Context: an optimization exercise on an open-source flow, tuned for small area. The choices shown serve that exercise and are no tape-out recipe. RTL that was checked went through simulation tests only; none was proved equivalent to the original. The clock input has no modelled driver; a real chip could not lean on it and would need a root buffer or a full tree. Power and IR drop assume default switching activity.

==> flow/design.v <==
`timescale 1ns / 1ps
module cam_read #(
		parameter AW = 15  
		)(
		input pclk,
		input rst,
		input vsync,
		input href,
		input [7:0] px_data,
		input init,
		output reg done,
		output reg error,
		output reg [AW-1:0] mem_px_addr,
		output reg [7:0]  mem_px_data,
		output reg px_wr
   );
reg countData;
reg armed;
reg cap;
reg init_old;
reg vsync_old;
reg [14:0]count;
wire init_rise = init & ~init_old;
wire vs_fall = ~vsync & vsync_old;
wire vs_rise = vsync & ~vsync_old;
wire fin = cap & vs_rise;            
wire second = cap & href & countData;  
wire enough = (count >= 19200);
always @(posedge pclk)begin
	if (rst)begin
		countData <= 0;
		mem_px_addr <= 15'h7fff;
		armed <= 0;
		cap <= 0;
		done <= 0;
		error <= 0;
		count <= 0;
		px_wr <= 0;
		init_old <= 0;
		vsync_old <= 0;
	end else begin
		if (fin) begin
			armed <= 0;
			cap <= 0;
		end else if ((armed | cap) & vs_fall) begin
			armed <= 0;
			cap <= 1;
		end else if (init_rise) begin
			armed <= 1;
			cap <= 0;
		end
		if (fin) begin
			done <= enough;
			error <= ~enough;
		end else if (init_rise) begin
			done <= 0;
		end
		if (fin & ~second)
			mem_px_addr <= 15'h7fff;
		else
			mem_px_addr <= mem_px_addr + second;
		count <= count + second;
		if (cap & href)
			countData <= ~countData;
		if (cap)
			px_wr <= href & countData;
		init_old <= init;
		vsync_old <= vsync;
	end
end
always @(posedge pclk)begin
	if (cap & ~countData)
		mem_px_data[7:2] <= {px_data[7:5],px_data[2:0]};
	if (second)
		mem_px_data[1:0] <= px_data[4:3];
end
endmodule
`timescale 1ns / 1ps
module Analyzer(
	input [7:0]data,
	input clk,
	input rst,
	input init,
	output reg [14:0]addr,
	output reg done,
	output [2:0]res
    );
localparam [17:0] SIXN = 18'd115200;
reg init_old;
reg start;
reg [17:0]sx;
reg [17:0]sy;
reg [1:0]rq;    
wire [3:0] w = {~data[1:0], 1'b0};
wire [3:0] dx = data[7:5] + w;
wire [3:0] dy = data[4:2] + w;
wire init_rise = init & ~init_old;
wire last = start & addr[14] & ~addr[13] & addr[11] & addr[9] & (&addr[7:0]);
wire r_gt = (sx > sy) & (sx > SIXN);
wire g_gt = (sy > sx) & (sy > SIXN);
wire b_gt = (sx < SIXN) & (sy < SIXN);
assign res = {rq[1], rq[0], rq[1] ~^ rq[0]};
always @(posedge clk)begin
	if(rst)begin
		init_old <= 0;
		start <= 0;
		done <= 0;
	end else begin
		init_old <= init;
		if (last) begin
			start <= 0;
			done <= 1;
		end else if (init_rise) begin
			start <= 1;
			done <= 0;
		end
	end
end
always @(posedge clk)begin
	if (rst | ~start | last)
		addr <= 15'h7fff;
	else
		addr <= addr + 1'b1;
end
always @(posedge clk)begin
	if (start) begin
		sx <= sx + data[7:5] + {~data[1:0], 1'b0};
		sy <= sy + data[4:2] + {~data[1:0], 1'b0};
	end else begin
		sx <= 0;
		sy <= 0;
	end
end
always @(posedge clk)begin
	if (last) begin
		if (r_gt) rq <= 2'b10;
		else if (g_gt) rq <= 2'b01;
		else if (b_gt) rq <= 2'b00;
		else rq <= 2'b11;
	end
end
endmodule
`timescale 1ns / 1ps
module cam_color(
	input wire clk,
	input wire rst,
	input wire CAM_vsync,
	input wire CAM_href,
	input wire [7:0] CAM_px_data,
	input wire init,
	output wire error,
	output wire done_read,
	output wire done,
	output wire [2:0] res,
	output wire [14:0] wr_addr,
	output wire [7:0] wr_data,
	output wire wr_en,
	output wire [14:0] rd_addr,
	input wire [7:0] rd_data
	);
cam_read #(15) cam_read(
		.pclk(clk),
		.rst(rst),
		.vsync(CAM_vsync),
		.href(CAM_href),
		.px_data(CAM_px_data),
		.init(init),
		.done(done_read),
		.error(error),
		.mem_px_addr(wr_addr),
		.mem_px_data(wr_data),
		.px_wr(wr_en)
   );
Analyzer Analyzer(
	.data(rd_data),
	.clk(clk),
	.rst(rst),
	.init(done_read),
	.addr(rd_addr),
	.done(done),
	.res(res)
    );
endmodule
export LEC_CHECK = 0
export CAP_MARGIN = 20
export CORE_MARGIN = 2
export CORE_UTILIZATION = 60
export PLACE_DENSITY = 0.75
export SLEW_MARGIN = 20
create_clock -name core_clock -period 6.0 [get_ports {clk}]
standard.sh (not shown) runs the stock make flow with config.mk's settings and CLKGATE_MAP_FILE= SYNTH_SCRIPT=/design/flow/synth_recipe.tcl, a recipe that flattens the netlist after the stock synthesis.
==> flow/flow/run.sh <==
#!/bin/bash
# The standard layout (standard.sh), with three changes:
#  - synthesis maps the logic with an area-oriented ABC script and without
#    the full/half-adder cell mapping (registers are mapped as standard);
#  - the port buffers are buf_1;
#  - the clock tree is one level of MY_CTS_NBUF clock buffers (manual_cts.tcl).
set -euo pipefail
HERE=$(pwd)
export FLOW_SYNTH_TCL=$HERE/synth_recipe.tcl
export AREA_ABC_SCRIPT=$HERE/flow/area.abc
export BUFFER_PORTS_ARGS="-buffer_cell sky130_fd_sc_hd__buf_1"
export PRE_CTS_TCL=$HERE/flow/manual_cts.tcl
export MY_CTS_NET=clk
export MY_CTS_NBUF=${MY_CTS_NBUF:-3}
export MY_CTS_CELL=${MY_CTS_CELL:-sky130_fd_sc_hd__clkbuf_16}
sed "s#SYNTH_SCRIPT=[^ ]*#SYNTH_SCRIPT=$HERE/flow/area_synth.tcl#" standard.sh > area_standard.sh
grep -q "SYNTH_SCRIPT=$HERE/flow/area_synth.tcl" area_standard.sh
bash area_standard.sh ADDER_MAP_FILE= finish > standard.log 2>&1
Other scripts of this flow, unchanged in this note and not shown: flow/flow/area.abc, flow/flow/area_synth.tcl, flow/flow/manual_cts.tcl
==> next run, changes <==
--- a/flow/design.v
+++ b/flow/design.v
@@ -88,9 +88,10 @@
 localparam [17:0] SIXN = 18'd115200;
 reg init_old;
 reg start;
 reg [17:0]sx;
-reg [17:0]sy;
+reg [17:0]syn;   
+wire [17:0]sy = ~syn;
 reg [1:0]rq;    
 wire [3:0] w = {~data[1:0], 1'b0};
 wire [3:0] dx = data[7:5] + w;
 wire [3:0] dy = data[4:2] + w;
@@ -124,12 +125,12 @@
 end
 always @(posedge clk)begin
 	if (start) begin
 		sx <= sx + data[7:5] + {~data[1:0], 1'b0};
-		sy <= sy + data[4:2] + {~data[1:0], 1'b0};
+		syn <= syn - data[4:2] - {~data[1:0], 1'b0};
 	end else begin
 		sx <= 0;
-		sy <= 0;
+		syn <= 18'h3ffff;
 	end
 end
 always @(posedge clk)begin
 	if (last) begin
What happened: Register-to-register slack loses 310 ps. Power went up by 1.5%. Worst setup slack is worse by 300 ps. Hold slack improves by 17 ps. Die area came out higher by 0.77%. Via count increases by 1.1%. Combinational power went up by 51%. Design area grows by 0.89%. Wire length rose by 0.55%. Clock skew hardly moves. Utilization drops by 2.1 points. Global-route usage rose by 0.52 points. Synthesized area went up by 0.80%. Cell count goes up by 2.6%.
Function not checked in the second run of this note: the RTL went through the layout flow alone. In every run of this note, the design's own scripts or RTL, not TritonCTS, make the clock network.

## static timing again, ports no longer ideal
How much do the figures lean on ideal ports? The routed layouts below were timed once more, with nothing changed but the port constraints.
Step 1, drivers: a clkbuf_16 drives clk and a buf_2 each remaining input, both assumed.
Step 2 moves the port delays by t, midway between the first and last clock arrival at a register: inputs arrive t later, outputs are due t later. That takes back most of the time a late clock gives input paths.
Three values: no drivers, after step 1, after step 2; two values: the first two.
run | t (ns) | setup slack, ns | pins driven straight from the clock port
the first run | 0.234 | 1.561 / 1.598 / 1.364 | 3
the second run | 0.238 | 1.260 / 1.298 / 1.060 | 3
After both steps every run listed still meets setup and hold. For the second run, which loses most, drivers alone change the setup slack by +0.038 ns; drivers and shift together by -0.200 ns.
